Source: an optimization exercise on an open RTL-to-GDS flow (aim: small area, a short achievable clock period and few clock cycles). Production flows keep margins and buffers that such runs may drop.
At most, simulation tests tie the RTL to the original design; equivalence was not proved.
Only the layout flow was run in run 2; the RTL was not checked for function there.

==> flow/design.v, too long to show whole: its modules and the start of the top module <==
// module FA: 10 lines
// module INV: 3 lines
// module NAND2: 3 lines
// module NOR2: 3 lines
// module XOR2: 3 lines
// module XNOR2: 3 lines
// module A21OI: 3 lines
// module O21AI: 3 lines
// module HAN: 9 lines
// module Bitblade: 1881 lines
// module Cfu: 58 lines
module Cfu (
  input               cmd_valid,
  output              cmd_ready,
  input      [9:0]    cmd_payload_function_id,
  input      [31:0]   cmd_payload_inputs_0,
  input      [31:0]   cmd_payload_inputs_1,
  output              rsp_valid,
  input               rsp_ready,
  output     [31:0]   rsp_payload_outputs_0,
  input               reset,
  input               clk
);
  // ...
==> flow/flow/run.sh <==
#!/bin/bash
# Standard layout, with the port buffers made from sky130_fd_sc_hd__buf_2 cells instead of
# the delay cells the flow picks by default.  make's output goes to
# standard.log; each tool's own log is under orfs/logs/.
set -euo pipefail
export BUFFER_PORTS_ARGS="-buffer_cell sky130_fd_sc_hd__buf_2"
bash standard.sh > standard.log 2>&1
==> flow/standard.sh <==
#!/bin/bash
# synth_recipe.tcl (not shown) runs the flow's synth.tcl, then flattens the netlist and writes it again
# the make line also repeats each setting of config.mk as NAME=value (left out here)
make -C /OpenROAD-flow-scripts/flow DESIGN_CONFIG=/design/flow/config.mk WORK_HOME=/design/flow/orfs CLKGATE_MAP_FILE= SYNTH_SCRIPT=/design/flow/synth_recipe.tcl "${@:-finish}"
==> flow/config.mk <==
export PLATFORM = sky130hd
export DESIGN_NAME = Cfu
export DESIGN_NICKNAME = Cfu
export VERILOG_FILES = /design/flow/design.v
export SDC_FILE = /design/flow/constraint.sdc
export NUM_CORES = 4
export LEC_CHECK = 0
export CAP_MARGIN = 20
export CORE_MARGIN = 2
export CORE_UTILIZATION = 60
export PLACE_DENSITY = 0.75
export SETUP_SLACK_MARGIN = 1.5
export SLEW_MARGIN = 20
export SYNTH_HIERARCHICAL = 1
export SYNTH_MINIMUM_KEEP_SIZE = 0
==> flow/constraint.sdc <==
create_clock -name core_clock -period 13.5 [get_ports {clk}]
set_input_delay 2.7000 -clock core_clock [delete_from_list [all_inputs] [get_ports {clk}]]
set_output_delay 2.7000 -clock core_clock [all_outputs]
set_load 0.01 [all_outputs]
==> impl_metrics.toml, run 1 <==
[layout]
fillCellCount = 1363
regMostFlops = "acc"
multi_input_area_share = 0.797
largest_class = "multi-input gates"
multi_input_area_mm2 = 0.00848
final_core_util = 0.644

[timing]
relSlewSlack = 0.321
timing.hold.ws_ns = 0.470
rsz0062_at_grt = "false"
setup_tns_ns = 0

[placement]
place.gp.congestion = 0.953
dp_cells = 1286
dp_hpwl_um = 22000

[grt]
antenna_found_initial = 0
met2_usage = 0.491

[setup_path]
crit_path_end = "rsp_payload_outputs_0[26]"
crit_required_ns = 10.80
path_depth = 22
cpMostUsedCell = "fa_1"

[synth]
synth_enable_flop_cells = 0
async_flop_share = 0
synth_area_leaders = "fa_1 (51%), dfxtp_1 (9.1%), nand2_1 (6.6%)"
yosys.area.top_type = "fa_1"
synth_nets = 1406
synth_xor_area_frac = 0.0303
synth_area_mm2 = 0.0101
dominantRegCellSynth = "dfxtp_1"

[floorplanning]
tapCellCount = 220
die_x_um = 134
io_pins = 112

[worst_hold_path]
hp-class = "reg -> reg"
worstHoldPathCells = 2
hp-start = "ups[10]"

[routing]
drt_first_pass_iters = 5
wl_met1_um = 10100
ant_nets = 0
viasPerCell = 5.99
routed_wl_um = 25600
drcViolationCount = 0

[run]
drv_cap = 0

[clocking]
post_cts_buffers = 0

[outcome]
status = "timing/DRC/antenna clean"
Testbench counts, summed over its fixed seeds: cycles 2,112.
==> run 2, diff against run 1 <==
--- a/flow/design.v
+++ b/flow/design.v
@@ -24,24 +24,30 @@
 assign y = ~(a ^ b);
 endmodule
 module A21OI (input a, input b, input c, output y);
 assign y = ~(a & b | c);
 endmodule
 module O21AI (input a, input b, input c, output y);
 assign y = ~((a | b) & c);
 endmodule
-module HAN (
+module OR2 (input a, input b, output y);
+assign y = a | b;
+endmodule
+module HAP (
   input  a,
   input  b,
   output s,
   output co
 );
-assign s  = ~(a ^ b);
-assign co = a | b;
+assign s  = a ^ b;
+assign co = a & b;
+endmodule
+module MUX2 (input a, input b, input c, output y);
+assign y = c ? a : b;
 endmodule
 module Bitblade (
   input         sel8,    
   input         op3,     
   input  [31:0] in_a,
   input  [31:0] in_b,
   input  [31:0] acc,     
   input         ldu,     
@@ -317,17 +323,18 @@
 wire s133;
 wire c134;
 FA fa134 (.a(p85), .b(p98), .ci(p101), .s(s133), .co(c134));
 wire s135;
 wire c136;
 FA fa136 (.a(p114), .b(p117), .ci(c130), .s(s135), .co(c136));
 wire s137;
 wire c138;
-HAN ha138 (.a(s131), .b(s133), .s(s137), .co(c138));
+XNOR2 hx138 (.a(s131), .b(s133), .y(s137));
+OR2 ho138 (.a(s131), .b(s133), .y(c138));
 wire s139;
 wire c140;
 FA fa140 (.a(p67), .b(p70), .ci(p73), .s(s139), .co(c140));
 wire s141;
 wire c142;
 FA fa142 (.a(p83), .b(p86), .ci(p89), .s(s141), .co(c142));
 wire s143;
 wire c144;
@@ -449,17 +456,18 @@
 wire s221;
 wire c222;
 FA fa222 (.a(s217), .b(c206), .ci(c208), .s(s221), .co(c222));
 wire s223;
 wire c224;
 FA fa224 (.a(s219), .b(c210), .ci(s221), .s(s223), .co(c224));
 wire s225;
 wire c226;
-HAN ha226 (.a(c212), .b(s223), .s(s225), .co(c226));
+XNOR2 hx226 (.a(c212), .b(s223), .y(s225));
+OR2 ho226 (.a(c212), .b(s223), .y(c226));
 wire s227;
 wire c228;
 FA fa228 (.a(c216), .b(c218), .ci(c220), .s(s227), .co(c228));
 wire s229;
 wire c230;
 FA fa230 (.a(c222), .b(s227), .ci(c224), .s(s229), .co(c230));
 wire h231;
 assign h231 = p113 | ~sel8;
@@ -823,17 +831,18 @@
 wire s414;
 wire c415;
 FA fa415 (.a(ag390), .b(c403), .ci(s410), .s(s414), .co(c415));
 wire s416;
 wire c417;
 FA fa417 (.a(h236), .b(h238), .ci(c405), .s(s416), .co(c417));
 wire s418;
 wire c419;
-HAN ha419 (.a(s412), .b(s414), .s(s418), .co(c419));
+XNOR2 hx419 (.a(s412), .b(s414), .y(s418));
+OR2 ho419 (.a(s412), .b(s414), .y(c419));
 wire s420;
 wire c421;
 FA fa421 (.a(p3), .b(p6), .ci(p9), .s(s420), .co(c421));
 wire s422;
 wire c423;
 FA fa423 (.a(p19), .b(p22), .ci(p25), .s(s422), .co(c423));
 wire s424;
 wire c425;
@@ -856,17 +865,18 @@
 wire s436;
 wire c437;
 FA fa437 (.a(h240), .b(s432), .ci(c415), .s(s436), .co(c437));
 wire s438;
 wire c439;
 FA fa439 (.a(c417), .b(h242), .ci(s434), .s(s438), .co(c439));
 wire s440;
 wire c441;
-HAN ha441 (.a(c419), .b(s436), .s(s440), .co(c441));
+XNOR2 hx441 (.a(c419), .b(s436), .y(s440));
+OR2 ho441 (.a(c419), .b(s436), .y(c441));
 wire s442;
 wire c443;
 FA fa443 (.a(p4), .b(p7), .ci(p10), .s(s442), .co(c443));
 wire s444;
 wire c445;
 FA fa445 (.a(p13), .b(p20), .ci(p23), .s(s444), .co(c445));
 wire s446;
 wire c447;
@@ -1327,17 +1337,18 @@
 wire s750;
 wire c751;
 FA fa751 (.a(c701), .b(s746), .ci(c703), .s(s750), .co(c751));
 wire s752;
 wire c753;
 FA fa753 (.a(s748), .b(c705), .ci(s750), .s(s752), .co(c753));
 wire s754;
 wire c755;
-HAN ha755 (.a(c707), .b(s752), .s(s754), .co(c755));
+XNOR2 hx755 (.a(c707), .b(s752), .y(s754));
+OR2 ho755 (.a(c707), .b(s752), .y(c755));
 wire s756;
 wire c757;
 FA fa757 (.a(p382), .b(p383), .ci(p384), .s(s756), .co(c757));
 wire s758;
 wire c759;
 FA fa759 (.a(p385), .b(p386), .ci(p387), .s(s758), .co(c759));
 wire s760;
 wire c761;
@@ -1429,26 +1440,29 @@
 wire s818;
 wire c819;
 FA fa819 (.a(c813), .b(s816), .ci(c815), .s(s818), .co(c819));
 wire s820;
 wire c821;
 FA fa821 (.a(~acc[15]), .b(h253), .ci(h255), .s(s820), .co(c821));
 wire s822;
 wire c823;
-HAN ha823 (.a(c817), .b(s820), .s(s822), .co(c823));
+XNOR2 hx823 (.a(c817), .b(s820), .y(s822));
+OR2 ho823 (.a(c817), .b(s820), .y(c823));
 wire s824;
 wire c825;
 FA fa825 (.a(~acc[16]), .b(h257), .ci(h259), .s(s824), .co(c825));
 wire s826;
 wire c827;
-HAN ha827 (.a(c821), .b(s824), .s(s826), .co(c827));
+XNOR2 hx827 (.a(c821), .b(s824), .y(s826));
+OR2 ho827 (.a(c821), .b(s824), .y(c827));
 wire s828;
 wire c829;
-HAN ha829 (.a(~acc[17]), .b(c825), .s(s828), .co(c829));
+XNOR2 hx829 (.a(~acc[17]), .b(c825), .y(s828));
+OR2 ho829 (.a(~acc[17]), .b(c825), .y(c829));
 wire g830;
 assign g830 = ~(s402 | s404);
 wire q831;
 assign q831 = s402 ^ s404;
 wire g832;
 assign g832 = ~(s416 | s418);
 wire q833;
 assign q833 = s416 ^ s418;
@@ -1568,359 +1582,360 @@
 XOR2 u890 (.a(s466), .b(s468), .y(k890));
 wire k891;
 NOR2 u891 (.a(s500), .b(s502), .y(k891));
 wire k892;
 NAND2 u892 (.a(s500), .b(s502), .y(k892));
 wire k893;
 XOR2 u893 (.a(s500), .b(s502), .y(k893));
 wire k894;
-NOR2 u894 (.a(c545), .b(s594), .y(k894));
+INV u894 (.a(s544), .y(k894));
 wire k895;
-NAND2 u895 (.a(c545), .b(s594), .y(k895));
+NOR2 u895 (.a(c545), .b(s594), .y(k895));
 wire k896;
-XOR2 u896 (.a(c545), .b(s594), .y(k896));
+NAND2 u896 (.a(c545), .b(s594), .y(k896));
 wire k897;
-NOR2 u897 (.a(c595), .b(s652), .y(k897));
+XOR2 u897 (.a(c545), .b(s594), .y(k897));
 wire k898;
-NAND2 u898 (.a(c595), .b(s652), .y(k898));
+NOR2 u898 (.a(c595), .b(s652), .y(k898));
 wire k899;
-XOR2 u899 (.a(c595), .b(s652), .y(k899));
+NAND2 u899 (.a(c595), .b(s652), .y(k899));
 wire k900;
-NOR2 u900 (.a(c653), .b(s708), .y(k900));
+XOR2 u900 (.a(c595), .b(s652), .y(k900));
 wire k901;
-NAND2 u901 (.a(c653), .b(s708), .y(k901));
+NOR2 u901 (.a(c653), .b(s708), .y(k901));
 wire k902;
-XOR2 u902 (.a(c653), .b(s708), .y(k902));
+NAND2 u902 (.a(c653), .b(s708), .y(k902));
 wire k903;
-NOR2 u903 (.a(c709), .b(s754), .y(k903));
+XOR2 u903 (.a(c653), .b(s708), .y(k903));
 wire k904;
-NAND2 u904 (.a(c709), .b(s754), .y(k904));
+NOR2 u904 (.a(c709), .b(s754), .y(k904));
 wire k905;
-XOR2 u905 (.a(c709), .b(s754), .y(k905));
+NAND2 u905 (.a(c709), .b(s754), .y(k905));
 wire k906;
-NOR2 u906 (.a(c755), .b(s786), .y(k906));
+XOR2 u906 (.a(c709), .b(s754), .y(k906));
 wire k907;
-NAND2 u907 (.a(c755), .b(s786), .y(k907));
+NOR2 u907 (.a(c755), .b(s786), .y(k907));
 wire k908;
-XOR2 u908 (.a(c755), .b(s786), .y(k908));
+NAND2 u908 (.a(c755), .b(s786), .y(k908));
 wire k909;
-NOR2 u909 (.a(s802), .b(c787), .y(k909));
+XOR2 u909 (.a(c755), .b(s786), .y(k909));
 wire k910;
-NAND2 u910 (.a(s802), .b(c787), .y(k910));
+NOR2 u910 (.a(s802), .b(c787), .y(k910));
 wire k911;
-XOR2 u911 (.a(s802), .b(c787), .y(k911));
+NAND2 u911 (.a(s802), .b(c787), .y(k911));
 wire k912;
-NOR2 u912 (.a(s810), .b(c803), .y(k912));
+XOR2 u912 (.a(s802), .b(c787), .y(k912));
 wire k913;
-NAND2 u913 (.a(s810), .b(c803), .y(k913));
+NOR2 u913 (.a(s810), .b(c803), .y(k913));
 wire k914;
-XOR2 u914 (.a(s810), .b(c803), .y(k914));
+NAND2 u914 (.a(s810), .b(c803), .y(k914));
 wire k915;
-NOR2 u915 (.a(c811), .b(s814), .y(k915));
+XOR2 u915 (.a(s810), .b(c803), .y(k915));
 wire k916;
-NAND2 u916 (.a(c811), .b(s814), .y(k916));
+NOR2 u916 (.a(c811), .b(s814), .y(k916));
 wire k917;
-XOR2 u917 (.a(c811), .b(s814), .y(k917));
+NAND2 u917 (.a(c811), .b(s814), .y(k917));
 wire k918;
-NOR2 u918 (.a(s822), .b(c819), .y(k918));
+XOR2 u918 (.a(c811), .b(s814), .y(k918));
 wire k919;
-NAND2 u919 (.a(s822), .b(c819), .y(k919));
+INV u919 (.a(s818), .y(k919));
 wire k920;
-XOR2 u920 (.a(s822), .b(c819), .y(k920));
+NOR2 u920 (.a(s822), .b(c819), .y(k920));
 wire k921;
-NOR2 u921 (.a(s826), .b(c823), .y(k921));
+NAND2 u921 (.a(s822), .b(c819), .y(k921));
 wire k922;
-NAND2 u922 (.a(s826), .b(c823), .y(k922));
+XOR2 u922 (.a(s822), .b(c819), .y(k922));
 wire k923;
-XOR2 u923 (.a(s826), .b(c823), .y(k923));
+NOR2 u923 (.a(s826), .b(c823), .y(k923));
 wire k924;
-NOR2 u924 (.a(s828), .b(c827), .y(k924));
+NAND2 u924 (.a(s826), .b(c823), .y(k924));
 wire k925;
-NAND2 u925 (.a(s828), .b(c827), .y(k925));
+XOR2 u925 (.a(s826), .b(c823), .y(k925));
 wire k926;
-XOR2 u926 (.a(s828), .b(c827), .y(k926));
+NOR2 u926 (.a(s828), .b(c827), .y(k926));
 wire k927;
-NOR2 u927 (.a(~acc[18]), .b(c829), .y(k927));
+NAND2 u927 (.a(s828), .b(c827), .y(k927));
 wire k928;
-NAND2 u928 (.a(~acc[18]), .b(c829), .y(k928));
+XOR2 u928 (.a(s828), .b(c827), .y(k928));
 wire k929;
-XOR2 u929 (.a(~acc[18]), .b(c829), .y(k929));
+NOR2 u929 (.a(~acc[18]), .b(c829), .y(k929));
 wire k930;
-A21OI u930 (.a(k883), .b(k879), .c(k882), .y(k930));
+NAND2 u930 (.a(~acc[18]), .b(c829), .y(k930));
 wire k931;
-A21OI u931 (.a(k886), .b(k882), .c(k885), .y(k931));
+XOR2 u931 (.a(~acc[18]), .b(c829), .y(k931));
 wire k932;
-NAND2 u932 (.a(k886), .b(k883), .y(k932));
+A21OI u932 (.a(k883), .b(k879), .c(k882), .y(k932));
 wire k933;
-A21OI u933 (.a(k889), .b(k885), .c(k888), .y(k933));
+A21OI u933 (.a(k886), .b(k882), .c(k885), .y(k933));
 wire k934;
-NAND2 u934 (.a(k889), .b(k886), .y(k934));
+NAND2 u934 (.a(k886), .b(k883), .y(k934));
 wire k935;
-A21OI u935 (.a(k892), .b(k888), .c(k891), .y(k935));
+A21OI u935 (.a(k889), .b(k885), .c(k888), .y(k935));
 wire k936;
-NAND2 u936 (.a(k892), .b(k889), .y(k936));
+NAND2 u936 (.a(k889), .b(k886), .y(k936));
 wire k937;
-INV u937 (.a(k891), .y(k937));
+INV u937 (.a(k879), .y(k937));
 wire k938;
-INV u938 (.a(k892), .y(k938));
+INV u938 (.a(k880), .y(k938));
 wire k939;
-NOR2 u939 (.a(s544), .b(k937), .y(k939));
+O21AI u939 (.a(k934), .b(k937), .c(k933), .y(k939));
 wire k940;
-NOR2 u940 (.a(s544), .b(k938), .y(k940));
+O21AI u940 (.a(k936), .b(k932), .c(k935), .y(k940));
 wire k941;
-INV u941 (.a(k879), .y(k941));
+A21OI u941 (.a(k892), .b(k940), .c(k891), .y(k941));
 wire k942;
-INV u942 (.a(k880), .y(k942));
+NAND2 u942 (.a(k894), .b(k891), .y(k942));
 wire k943;
-O21AI u943 (.a(k932), .b(k941), .c(k931), .y(k943));
+NAND2 u943 (.a(k894), .b(k892), .y(k943));
 wire k944;
-O21AI u944 (.a(k934), .b(k930), .c(k933), .y(k944));
+INV u944 (.a(k895), .y(k944));
 wire k945;
-O21AI u945 (.a(k936), .b(k931), .c(k935), .y(k945));
+NAND2 u945 (.a(k896), .b(k894), .y(k945));
 wire k946;
-NOR2 u946 (.a(k936), .b(k932), .y(k946));
+A21OI u946 (.a(k899), .b(k895), .c(k898), .y(k946));
 wire k947;
-INV u947 (.a(k933), .y(k947));
+NAND2 u947 (.a(k899), .b(k896), .y(k947));
 wire k948;
-INV u948 (.a(k934), .y(k948));
+A21OI u948 (.a(k902), .b(k898), .c(k901), .y(k948));
 wire k949;
-A21OI u949 (.a(k940), .b(k947), .c(k939), .y(k949));
+NAND2 u949 (.a(k902), .b(k899), .y(k949));
 wire k950;
-NAND2 u950 (.a(k940), .b(k948), .y(k950));
+A21OI u950 (.a(k905), .b(k901), .c(k904), .y(k950));
 wire k951;
-A21OI u951 (.a(k946), .b(k879), .c(k945), .y(k951));
+NAND2 u951 (.a(k905), .b(k902), .y(k951));
 wire k952;
-O21AI u952 (.a(k950), .b(k930), .c(k949), .y(k952));
+A21OI u952 (.a(k908), .b(k904), .c(k907), .y(k952));
 wire k953;
-A21OI u953 (.a(k895), .b(k952), .c(k894), .y(k953));
+NAND2 u953 (.a(k908), .b(k905), .y(k953));
 wire k954;
-A21OI u954 (.a(k898), .b(k894), .c(k897), .y(k954));
+A21OI u954 (.a(k911), .b(k907), .c(k910), .y(k954));
 wire k955;
-NAND2 u955 (.a(k898), .b(k895), .y(k955));
+NAND2 u955 (.a(k911), .b(k908), .y(k955));
 wire k956;
-A21OI u956 (.a(k901), .b(k897), .c(k900), .y(k956));
+A21OI u956 (.a(k914), .b(k910), .c(k913), .y(k956));
 wire k957;
-NAND2 u957 (.a(k901), .b(k898), .y(k957));
+NAND2 u957 (.a(k914), .b(k911), .y(k957));
 wire k958;
-A21OI u958 (.a(k904), .b(k900), .c(k903), .y(k958));
+A21OI u958 (.a(k917), .b(k913), .c(k916), .y(k958));
 wire k959;
-NAND2 u959 (.a(k904), .b(k901), .y(k959));
+NAND2 u959 (.a(k917), .b(k914), .y(k959));
 wire k960;
-A21OI u960 (.a(k907), .b(k903), .c(k906), .y(k960));
+NAND2 u960 (.a(k919), .b(k916), .y(k960));
 wire k961;
-NAND2 u961 (.a(k907), .b(k904), .y(k961));
+NAND2 u961 (.a(k919), .b(k917), .y(k961));
 wire k962;
-A21OI u962 (.a(k910), .b(k906), .c(k909), .y(k962));
+INV u962 (.a(k920), .y(k962));
 wire k963;
-NAND2 u963 (.a(k910), .b(k907), .y(k963));
+NAND2 u963 (.a(k921), .b(k919), .y(k963));
 wire k964;
-A21OI u964 (.a(k913), .b(k909), .c(k912), .y(k964));
+A21OI u964 (.a(k924), .b(k920), .c(k923), .y(k964));
 wire k965;
-NAND2 u965 (.a(k913), .b(k910), .y(k965));
+NAND2 u965 (.a(k924), .b(k921), .y(k965));
 wire k966;
-A21OI u966 (.a(k916), .b(k912), .c(k915), .y(k966));
+A21OI u966 (.a(k927), .b(k923), .c(k926), .y(k966));
 wire k967;
-NAND2 u967 (.a(k916), .b(k913), .y(k967));
+NAND2 u967 (.a(k927), .b(k924), .y(k967));
 wire k968;
-INV u968 (.a(k915), .y(k968));
+A21OI u968 (.a(k930), .b(k926), .c(k929), .y(k968));
 wire k969;
-INV u969 (.a(k916), .y(k969));
+NAND2 u969 (.a(k930), .b(k927), .y(k969));
 wire k970;
-NOR2 u970 (.a(s818), .b(k968), .y(k970));
+INV u970 (.a(k940), .y(k970));
 wire k971;
-NOR2 u971 (.a(s818), .b(k969), .y(k971));
+O21AI u971 (.a(k943), .b(k970), .c(k942), .y(k971));
 wire k972;
-INV u972 (.a(s818), .y(k972));
+O21AI u972 (.a(k945), .b(k941), .c(k944), .y(k972));
 wire k973;
-NAND2 u973 (.a(k919), .b(k972), .y(k973));
+O21AI u973 (.a(k947), .b(k942), .c(k946), .y(k973));
 wire k974;
-INV u974 (.a(k973), .y(k974));
+NOR2 u974 (.a(k947), .b(k943), .y(k974));
 wire k975;
-A21OI u975 (.a(k922), .b(k918), .c(k921), .y(k975));
+O21AI u975 (.a(k949), .b(k944), .c(k948), .y(k975));
 wire k976;
-NAND2 u976 (.a(k922), .b(k919), .y(k976));
+NOR2 u976 (.a(k949), .b(k945), .y(k976));
 wire k977;
-A21OI u977 (.a(k925), .b(k921), .c(k924), .y(k977));
+O21AI u977 (.a(k951), .b(k946), .c(k950), .y(k977));
 wire k978;
-NAND2 u978 (.a(k925), .b(k922), .y(k978));
+NOR2 u978 (.a(k951), .b(k947), .y(k978));
 wire k979;
-A21OI u979 (.a(k928), .b(k924), .c(k927), .y(k979));
+O21AI u979 (.a(k953), .b(k948), .c(k952), .y(k979));
 wire k980;
-NAND2 u980 (.a(k928), .b(k925), .y(k980));
+NOR2 u980 (.a(k953), .b(k949), .y(k980));
 wire k981;
-INV u981 (.a(k952), .y(k981));
+O21AI u981 (.a(k955), .b(k950), .c(k954), .y(k981));
 wire k982;
-O21AI u982 (.a(k955), .b(k981), .c(k954), .y(k982));
+NOR2 u982 (.a(k955), .b(k951), .y(k982));
 wire k983;
-O21AI u983 (.a(k957), .b(k953), .c(k956), .y(k983));
+O21AI u983 (.a(k957), .b(k952), .c(k956), .y(k983));
 wire k984;
-O21AI u984 (.a(k959), .b(k954), .c(k958), .y(k984));
+NOR2 u984 (.a(k957), .b(k953), .y(k984));
 wire k985;
-NOR2 u985 (.a(k959), .b(k955), .y(k985));
+O21AI u985 (.a(k959), .b(k954), .c(k958), .y(k985));
 wire k986;
-O21AI u986 (.a(k961), .b(k956), .c(k960), .y(k986));
+NOR2 u986 (.a(k959), .b(k955), .y(k986));
 wire k987;
-NOR2 u987 (.a(k961), .b(k957), .y(k987));
+O21AI u987 (.a(k961), .b(k956), .c(k960), .y(k987));
 wire k988;
-O21AI u988 (.a(k963), .b(k958), .c(k962), .y(k988));
+NOR2 u988 (.a(k961), .b(k957), .y(k988));
 wire k989;
-NOR2 u989 (.a(k963), .b(k959), .y(k989));
+O21AI u989 (.a(k963), .b(k958), .c(k962), .y(k989));
 wire k990;
-O21AI u990 (.a(k965), .b(k960), .c(k964), .y(k990));
+NOR2 u990 (.a(k963), .b(k959), .y(k990));
 wire k991;
-NOR2 u991 (.a(k965), .b(k961), .y(k991));
+O21AI u991 (.a(k965), .b(k960), .c(k964), .y(k991));
 wire k992;
-O21AI u992 (.a(k967), .b(k962), .c(k966), .y(k992));
+NOR2 u992 (.a(k965), .b(k961), .y(k992));
 wire k993;
-NOR2 u993 (.a(k967), .b(k963), .y(k993));
+O21AI u993 (.a(k967), .b(k962), .c(k966), .y(k993));
 wire k994;
-INV u994 (.a(k964), .y(k994));
+NOR2 u994 (.a(k967), .b(k963), .y(k994));
 wire k995;
-INV u995 (.a(k965), .y(k995));
+O21AI u995 (.a(k969), .b(k964), .c(k968), .y(k995));
 wire k996;
-A21OI u996 (.a(k971), .b(k994), .c(k970), .y(k996));
+NOR2 u996 (.a(k969), .b(k965), .y(k996));
 wire k997;
-NAND2 u997 (.a(k971), .b(k995), .y(k997));
+A21OI u997 (.a(k974), .b(k940), .c(k973), .y(k997));
 wire k998;
-INV u998 (.a(k966), .y(k998));
+INV u998 (.a(k941), .y(k998));
 wire k999;
-INV u999 (.a(k967), .y(k999));
+A21OI u999 (.a(k976), .b(k998), .c(k975), .y(k999));
 wire k1000;
-A21OI u1000 (.a(k974), .b(k998), .c(k918), .y(k1000));
+A21OI u1000 (.a(k978), .b(k971), .c(k977), .y(k1000));
 wire k1001;
-NAND2 u1001 (.a(k974), .b(k999), .y(k1001));
+A21OI u1001 (.a(k980), .b(k972), .c(k979), .y(k1001));
 wire k1002;
-INV u1002 (.a(k970), .y(k1002));
+A21OI u1002 (.a(k982), .b(k973), .c(k981), .y(k1002));
 wire k1003;
-INV u1003 (.a(k971), .y(k1003));
+NAND2 u1003 (.a(k982), .b(k974), .y(k1003));
 wire k1004;
-O21AI u1004 (.a(k976), .b(k1002), .c(k975), .y(k1004));
+A21OI u1004 (.a(k984), .b(k975), .c(k983), .y(k1004));
 wire k1005;
-NOR2 u1005 (.a(k976), .b(k1003), .y(k1005));
+NAND2 u1005 (.a(k984), .b(k976), .y(k1005));
 wire k1006;
-INV u1006 (.a(k918), .y(k1006));
+A21OI u1006 (.a(k986), .b(k977), .c(k985), .y(k1006));
 wire k1007;
-INV u1007 (.a(k974), .y(k1007));
+NAND2 u1007 (.a(k986), .b(k978), .y(k1007));
 wire k1008;
-O21AI u1008 (.a(k978), .b(k1006), .c(k977), .y(k1008));
+A21OI u1008 (.a(k988), .b(k979), .c(k987), .y(k1008));
 wire k1009;
-NOR2 u1009 (.a(k978), .b(k1007), .y(k1009));
+NAND2 u1009 (.a(k988), .b(k980), .y(k1009));
 wire k1010;
-O21AI u1010 (.a(k980), .b(k975), .c(k979), .y(k1010));
+A21OI u1010 (.a(k990), .b(k981), .c(k989), .y(k1010));
 wire k1011;
-NOR2 u1011 (.a(k980), .b(k976), .y(k1011));
+NAND2 u1011 (.a(k990), .b(k982), .y(k1011));
 wire k1012;
-A21OI u1012 (.a(k985), .b(k952), .c(k984), .y(k1012));
+A21OI u1012 (.a(k992), .b(k983), .c(k991), .y(k1012));
 wire k1013;
-INV u1013 (.a(k953), .y(k1013));
+NAND2 u1013 (.a(k992), .b(k984), .y(k1013));
 wire k1014;
-A21OI u1014 (.a(k987), .b(k1013), .c(k986), .y(k1014));
+A21OI u1014 (.a(k994), .b(k985), .c(k993), .y(k1014));
 wire k1015;
-A21OI u1015 (.a(k989), .b(k982), .c(k988), .y(k1015));
+NAND2 u1015 (.a(k994), .b(k986), .y(k1015));
 wire k1016;
-A21OI u1016 (.a(k991), .b(k983), .c(k990), .y(k1016));
+A21OI u1016 (.a(k996), .b(k987), .c(k995), .y(k1016));
 wire k1017;
-A21OI u1017 (.a(k993), .b(k984), .c(k992), .y(k1017));
+NAND2 u1017 (.a(k996), .b(k988), .y(k1017));
 wire k1018;
-NAND2 u1018 (.a(k993), .b(k985), .y(k1018));
+O21AI u1018 (.a(k1003), .b(k970), .c(k1002), .y(k1018));
 wire k1019;
-INV u1019 (.a(k986), .y(k1019));
+O21AI u1019 (.a(k1005), .b(k941), .c(k1004), .y(k1019));
 wire k1020;
-INV u1020 (.a(k987), .y(k1020));
+INV u1020 (.a(k971), .y(k1020));
 wire k1021;
-O21AI u1021 (.a(k997), .b(k1019), .c(k996), .y(k1021));
+O21AI u1021 (.a(k1007), .b(k1020), .c(k1006), .y(k1021));
 wire k1022;
-NOR2 u1022 (.a(k997), .b(k1020), .y(k1022));
+INV u1022 (.a(k972), .y(k1022));
 wire k1023;
-INV u1023 (.a(k988), .y(k1023));
+O21AI u1023 (.a(k1009), .b(k1022), .c(k1008), .y(k1023));
 wire k1024;
-INV u1024 (.a(k989), .y(k1024));
+O21AI u1024 (.a(k1011), .b(k997), .c(k1010), .y(k1024));
 wire k1025;
-O21AI u1025 (.a(k1001), .b(k1023), .c(k1000), .y(k1025));
+O21AI u1025 (.a(k1013), .b(k999), .c(k1012), .y(k1025));
 wire k1026;
-NOR2 u1026 (.a(k1001), .b(k1024), .y(k1026));
+O21AI u1026 (.a(k1015), .b(k1000), .c(k1014), .y(k1026));
 wire k1027;
-A21OI u1027 (.a(k1005), .b(k990), .c(k1004), .y(k1027));
-wire k1028;
-NAND2 u1028 (.a(k1005), .b(k991), .y(k1028));
+O21AI u1027 (.a(k1017), .b(k1001), .c(k1016), .y(k1027));
+wire S1028;
+assign S1028 = k881;
 wire k1029;
-A21OI u1029 (.a(k1009), .b(k992), .c(k1008), .y(k1029));
+XOR2 u1029 (.a(k884), .b(k879), .y(k1029));
 wire k1030;
-NAND2 u1030 (.a(k1009), .b(k993), .y(k1030));
+XNOR2 u1030 (.a(k887), .b(k932), .y(k1030));
 wire k1031;
-INV u1031 (.a(k996), .y(k1031));
+XOR2 u1031 (.a(k890), .b(k939), .y(k1031));
 wire k1032;
-INV u1032 (.a(k997), .y(k1032));
+XOR2 u1032 (.a(k893), .b(k940), .y(k1032));
 wire k1033;
-A21OI u1033 (.a(k1011), .b(k1031), .c(k1010), .y(k1033));
+XNOR2 u1033 (.a(k894), .b(k941), .y(k1033));
 wire k1034;
-NAND2 u1034 (.a(k1011), .b(k1032), .y(k1034));
+XOR2 u1034 (.a(k897), .b(k971), .y(k1034));
 wire k1035;
-INV u1035 (.a(k952), .y(k1035));
+XOR2 u1035 (.a(k900), .b(k972), .y(k1035));
 wire k1036;
-O21AI u1036 (.a(k1018), .b(k1035), .c(k1017), .y(k1036));
+XNOR2 u1036 (.a(k903), .b(k997), .y(k1036));
 wire k1037;
-INV u1037 (.a(k953), .y(k1037));
+XNOR2 u1037 (.a(k906), .b(k999), .y(k1037));
 wire k1038;
-A21OI u1038 (.a(k1022), .b(k1037), .c(k1021), .y(k1038));
+XNOR2 u1038 (.a(k909), .b(k1000), .y(k1038));
 wire k1039;
-A21OI u1039 (.a(k1026), .b(k982), .c(k1025), .y(k1039));
+XNOR2 u1039 (.a(k912), .b(k1001), .y(k1039));
 wire k1040;
-INV u1040 (.a(k983), .y(k1040));
+XOR2 u1040 (.a(k915), .b(k1018), .y(k1040));
 wire k1041;
-O21AI u1041 (.a(k1028), .b(k1040), .c(k1027), .y(k1041));
+XOR2 u1041 (.a(k918), .b(k1019), .y(k1041));
 wire k1042;
-O21AI u1042 (.a(k1030), .b(k1012), .c(k1029), .y(k1042));
+XOR2 u1042 (.a(k919), .b(k1021), .y(k1042));
 wire k1043;
-O21AI u1043 (.a(k1034), .b(k1014), .c(k1033), .y(k1043));
-wire S1044;
-assign S1044 = k881;
+XOR2 u1043 (.a(k922), .b(k1023), .y(k1043));
+wire k1044;
+XOR2 u1044 (.a(k925), .b(k1024), .y(k1044));
 wire k1045;
-XOR2 u1045 (.a(k884), .b(k879), .y(k1045));
+XOR2 u1045 (.a(k928), .b(k1025), .y(k1045));
 wire k1046;
-XNOR2 u1046 (.a(k887), .b(k930), .y(k1046));
-wire k1047;
-XOR2 u1047 (.a(k890), .b(k943), .y(k1047));
+XOR2 u1046 (.a(k931), .b(k1026), .y(k1046));
+wire ck1047;
+assign ck1047 = k1027;
+wire [18:0] lo = {k1046, k1045, k1044, k1043, k1042, k1041, k1040, k1039, k1038, k1037, k1036, k1035, k1034, k1033, k1032, k1031, k1030, k1029, S1028};
+wire [12:0] inc = acc[31:19] + 1'b1;
+wire [31:0] sum = {ck1047 ? inc : acc[31:19], lo};
+wire [12:0] hi1 = op3 ? inc : acc[31:19] & {13{keep}};
+wire [12:0] hi0 = acc[31:19] & {13{keep | op3}};
 wire k1048;
-XOR2 u1048 (.a(k893), .b(k944), .y(k1048));
+O21AI u1048 (.a(k1017), .b(k1001), .c(k1016), .y(k1048));
 wire k1049;
-XOR2 u1049 (.a(s544), .b(k951), .y(k1049));
+O21AI u1049 (.a(k1017), .b(k1001), .c(k1016), .y(k1049));
 wire k1050;
-XOR2 u1050 (.a(k896), .b(k952), .y(k1050));
+MUX2 u1050 (.a(hi1[0]), .b(hi0[0]), .c(k1027), .y(k1050));
 wire k1051;
-XNOR2 u1051 (.a(k899), .b(k953), .y(k1051));
+MUX2 u1051 (.a(hi1[1]), .b(hi0[1]), .c(k1027), .y(k1051));
 wire k1052;
-XOR2 u1052 (.a(k902), .b(k982), .y(k1052));
+MUX2 u1052 (.a(hi1[2]), .b(hi0[2]), .c(k1027), .y(k1052));
 wire k1053;
-XOR2 u1053 (.a(k905), .b(k983), .y(k1053));
+MUX2 u1053 (.a(hi1[3]), .b(hi0[3]), .c(k1027), .y(k1053));
 wire k1054;
-XNOR2 u1054 (.a(k908), .b(k1012), .y(k1054));
+MUX2 u1054 (.a(hi1[4]), .b(hi0[4]), .c(k1027), .y(k1054));
 wire k1055;
-XNOR2 u1055 (.a(k911), .b(k1014), .y(k1055));
+MUX2 u1055 (.a(hi1[5]), .b(hi0[5]), .c(k1048), .y(k1055));
 wire k1056;
-XNOR2 u1056 (.a(k914), .b(k1015), .y(k1056));
+MUX2 u1056 (.a(hi1[6]), .b(hi0[6]), .c(k1048), .y(k1056));
 wire k1057;
-XNOR2 u1057 (.a(k917), .b(k1016), .y(k1057));
+MUX2 u1057 (.a(hi1[7]), .b(hi0[7]), .c(k1048), .y(k1057));
 wire k1058;
-XNOR2 u1058 (.a(s818), .b(k1036), .y(k1058));
+MUX2 u1058 (.a(hi1[8]), .b(hi0[8]), .c(k1048), .y(k1058));
 wire k1059;
-XNOR2 u1059 (.a(k920), .b(k1038), .y(k1059));
+MUX2 u1059 (.a(hi1[9]), .b(hi0[9]), .c(k1049), .y(k1059));
 wire k1060;
-XNOR2 u1060 (.a(k923), .b(k1039), .y(k1060));
+MUX2 u1060 (.a(hi1[10]), .b(hi0[10]), .c(k1049), .y(k1060));
 wire k1061;
-XOR2 u1061 (.a(k926), .b(k1041), .y(k1061));
+MUX2 u1061 (.a(hi1[11]), .b(hi0[11]), .c(k1049), .y(k1061));
 wire k1062;
-XOR2 u1062 (.a(k929), .b(k1042), .y(k1062));
-wire ck1063;
-assign ck1063 = k1043;
-wire [18:0] lo = {k1062, k1061, k1060, k1059, k1058, k1057, k1056, k1055, k1054, k1053, k1052, k1051, k1050, k1049, k1048, k1047, k1046, k1045, S1044};
-wire [12:0] inc = acc[31:19] + 1'b1;
-wire [31:0] sum = {ck1063 ? inc : acc[31:19], lo};
-wire [31:0] rspv = {(op3 & ck1063) ? inc : acc[31:19] & {13{keep | op3}}, lo & {19{op3}} | acc[18:0] & {19{keep}}};
+MUX2 u1062 (.a(hi1[12]), .b(hi0[12]), .c(k1049), .y(k1062));
+wire [12:0] hi = {k1062, k1061, k1060, k1059, k1058, k1057, k1056, k1055, k1054, k1053, k1052, k1051, k1050};
+wire [31:0] rspv = {hi, lo & {19{op3}} | acc[18:0] & {19{keep}}};
 assign psum = sum[10:0];
 assign rsp = rspv;
 endmodule
 module Cfu (
   input               cmd_valid,
   output              cmd_ready,
   input      [9:0]    cmd_payload_function_id,
   input      [31:0]   cmd_payload_inputs_0,
==> flow/config.mk (replaced) <==
export PLATFORM = sky130hd
export DESIGN_NAME = Cfu
export DESIGN_NICKNAME = Cfu
export VERILOG_FILES = /design/flow/design.v
export SDC_FILE = /design/flow/constraint.sdc
export NUM_CORES = 4
export LEC_CHECK = 0
export CAP_MARGIN = 20
export CORE_MARGIN = 2
export CORE_UTILIZATION = 40
export SETUP_SLACK_MARGIN = 1.5
export SLEW_MARGIN = 20
export SYNTH_HIERARCHICAL = 1
export SYNTH_MINIMUM_KEEP_SIZE = 0
==> run 2 against run 1 <==
Net effect: sequential cell count stayed put; final cell count is 7.6% higher; highest routed layer unchanged; worst setup slack better by 0.090 ns.
==> impl_metrics.toml, run 2 <==
[floorplanning]
die_h_um = 165
initial_core_util = 0.410
core_mm2 = 0.0253
io_pins = 112
die_area_mm2 = 0.0273
die_x_um = 165
fp-row-count = 58

[setup_path]
crit_required_ns = 10.80
regToRegStartpoint = "mode"
worst-path-buf-inv = 2
worstSetupPathType = "in -> out"
startpoint_type = "primary input"
crit_path_start = "cmd_payload_inputs_0[4]"
path_delay_family = "adder cells"
cpMostUsedCell = "fa_1"
reg2reg_slack_ns = 5.68
path_depth = 18
r2r_end = "acc[19]"
critPathMaxStageDelay_ns = 0.59
crit_path_end = "rsp_payload_outputs_0[19]"
cp_slowest_cell = "o21ai_1"
arrival_ns = 8.85
path_max_fanout = 8
crit_chain = "buf_2 > nand2_1 > fa_1 > fa_1 > fa_1 > fa_1 > fa_1 > fa_1 > or2_2 > fa_1 > fa_1 > nor2_1 > a21oi_2 > o21ai_1 > a21oi_2 > o21ai_1 > mux2_4 > buf_2"
endpoint_kind = "primary output"
rr_worst_depth = 19

[layout]
seqCellArea_um2 = 921
nets = 1398
reg_top3 = "acc: 32 flops, ups: 11 flops"
area.growth.synth_to_final_pct = 5.37
final_common_cell = "fa_1"
regMostFlops = "acc"
mostFrequentLayoutCells = "fa_1 (258), nand2_1 (175), nand3_1 (126), buf_2 (105), nand2b_1 (47)"
fillCellCount = 2457
final_core_util = 0.432
multi_input_area_mm2 = 0.00881
stdcell_area_mm2 = 0.0109
largest_reg_flops = 32
drive_above_1_share = 0.173
num_antenna_cells = 0

[placement]
detailed_place.area_mm2 = 0.0108
place.gp.congestion = 0.895
preCtsSetupSlack_ns = 1.94
dp_hpwl_um = 23700
port_buffers = 105

[synth]
yosysSeqAreaShare = 0.0886
dominantRegCellSynth = "dfxtp_1"
ys_types = 47
ys_ff_latch = 46
yosysWarnings = 7
synth_area_mm2 = 0.0104
synth.top_cell.area_share = 0.497
synth_nets = 1400
yosys-top-cells-count = "fa_1 (258), nand2_1 (175), nand3_1 (126)"
synth_enable_flop_cells = 0
avgSynthCellArea_um2 = 9.77
syn_inst = 1063
synth_area_leaders = "fa_1 (50%), dfxtp_1 (8.9%), nand2_1 (6.3%)"
yosysMostFrequentCell = "fa_1"
async_flop_share = 0
yosys.area.top_type = "fa_1"

[clocking]
cts_tree = "built"
clkLatencyLatePin_ns = 0.29
cts_htree_levels = 2
clk_path_buf_depth = 2
cts_buffers = 5
cts_num_sinks = 46
cts.clk_slew.worst_paths_ns = 0.07
post_cts_buffers = 0
cts_root_buffer = "clkbuf_16"
holdBufCountCts = 0
cts_resized = 0

[routing]
wire_per_inst_um = 19.9
drt_first_pass_iters = 5
viasPerCell = 5.45
dr.first_iter.drc_count = 516
drcViolationCount = 0
ant_nets = 0
dr_total_vias = 7581
routed_wl_um = 27700

[timing]
period_share = 0.856
rsz0062_at_grt = "false"
finClkSkew_ns = 0.0122
relSlewSlack = 0.386
tightest_slew_ns = 0.922
setup_slack_ns = 1.95
setup_tns_ns = 0
max_clock_freq_mhz = 86.6
finalSetupViolCount = 0
maxSlewViolCount = 0
timing.final.hold_violations = 0
period_needed_ns = 11.55

[grt]
grt_pass1_wl_um = 44500
first_global_vias = 8024
grt_max_degree = 95
grt_use_total = 0.216
grt_overflow = 0
antenna_found_initial = 0

[outcome]
status = "timing/DRC/antenna clean"

[run]
drv_cap = 0

[worst_hold_path]
hp-class = "reg -> reg"
[run 2: cell types whose count changed after synthesis, moves of 4 or more]
cell	delta
clkbuf_1	-4
a21oi_1	+4
inv_1	-47
nand3_1	-4
xnor2_1	+5
mux2_4	+13
ha_1	-8
or2_1	+8
mux2i_1	-6
buf_4	+13
and2_1	+10
[run 2: layout make-up]
cell class / instances / area share
sequential: 46 / 0.0841
timing repair buffer: 109 / 0.0507
inverter: 26 / 0.00892
tap: 330 / 0.0377
multi-input combinational: 873 / 0.805
clock inverter: 3 / 0.00217
clock buffer: 5 / 0.0114
[run 2: modules after synthesis (local to each module, per instance), excerpt]
module	flip-flops and latches	times used
FA	0	258
NAND2	0	42
NOR2	0	29
XOR2	0	29
Cfu	46	1
OR2	0	8
O21AI	0	26
Bitblade	0	1
INV	0	9
XNOR2	0	14
A21OI	0	26
[run 2: logic make-up after synthesis]
group	after synthesis	synth area share
xor gates and xnor gates	43	0.0363
muxes	30	0.0355
DFF	46	0.0886
AOI/OAI and AO/OA	97	0.0676
and+or+nand+nor	444	0.210
buffers and inverters	144	0.0641
adders and majority gates	259	0.498
[run 2: worst min-delay path by stage]
stage,startpoint,endpoint,depth (start not counted)
after global routing,ups[4],ups[4],2
after floorplan,ups[10],ups[10],2
final,ups[10],ups[10],2
after global placement,ups[2],ups[2],2
after detailed placement,ups[7],ups[7],2
after CTS,ups[4],ups[4],2
[run 2: per-layer routing]
| layer | up-vias | wire [µm] | global-route usage |
|---|---|---|---|
| met5 | - | 0 | 0 |
| met4 | 0 | 323 | 0.0241 |
| met3 | 14 | 2220 | 0.0432 |
| met2 | 274 | 12900 | 0.352 |
| met1 | 3903 | 12300 | 0.310 |
| li1 | 3390 | - | - |
[run 2: tightest hold or removal path, delay by kind of cell, from the launching register on]
family | cells | cell delay (ns)
muxes | 1 | 0.05
and+or+nand+nor | 1 | 0.06
DFF | 1 | 0.31
[run 2: metrics by stage]
stage | hold WS (ns) | instances
final | 0.471 | 1392
after global routing | 0.496 | 1392
after CTS | 0.473 | 1392
after detailed placement | 0.461 | 1384
after global placement | 0.455 | 1384
after floorplan | 0.444 | 1063

[what the ideal ports hide]
In the flow no input, the clock included, has a driving cell. The finished layouts below were timed again as built, in two steps. Step 1 (the two cells are an assumption about what drives the block):
set clk [get_ports {clk}]
set_driving_cell -lib_cell sky130_fd_sc_hd__clkbuf_16 $clk
set_driving_cell -lib_cell sky130_fd_sc_hd__buf_2 [delete_from_list [all_inputs] $clk]
Step 2 times the ports against the registers' clock, not the clock port: input delays grow and output delays shrink by t, the midpoint of the rising clock arrivals with the driver on. a / b / c = ideal / step 1 / step 2; a / b = the first two.
| run | shift t [ns] | setup slack, ns | worst setup path after step 2 | slew at the worst register clock pin (ns) |
|---|---|---|---|---|
| run 1 | 0.322 | 1.857 / 1.836 / 1.836 | input to output | 0.07 / 0.07 |
| run 2 | 0.321 | 1.947 / 1.926 / 1.926 | input to output | 0.07 / 0.07 |
After both steps every run listed still meets setup and hold.
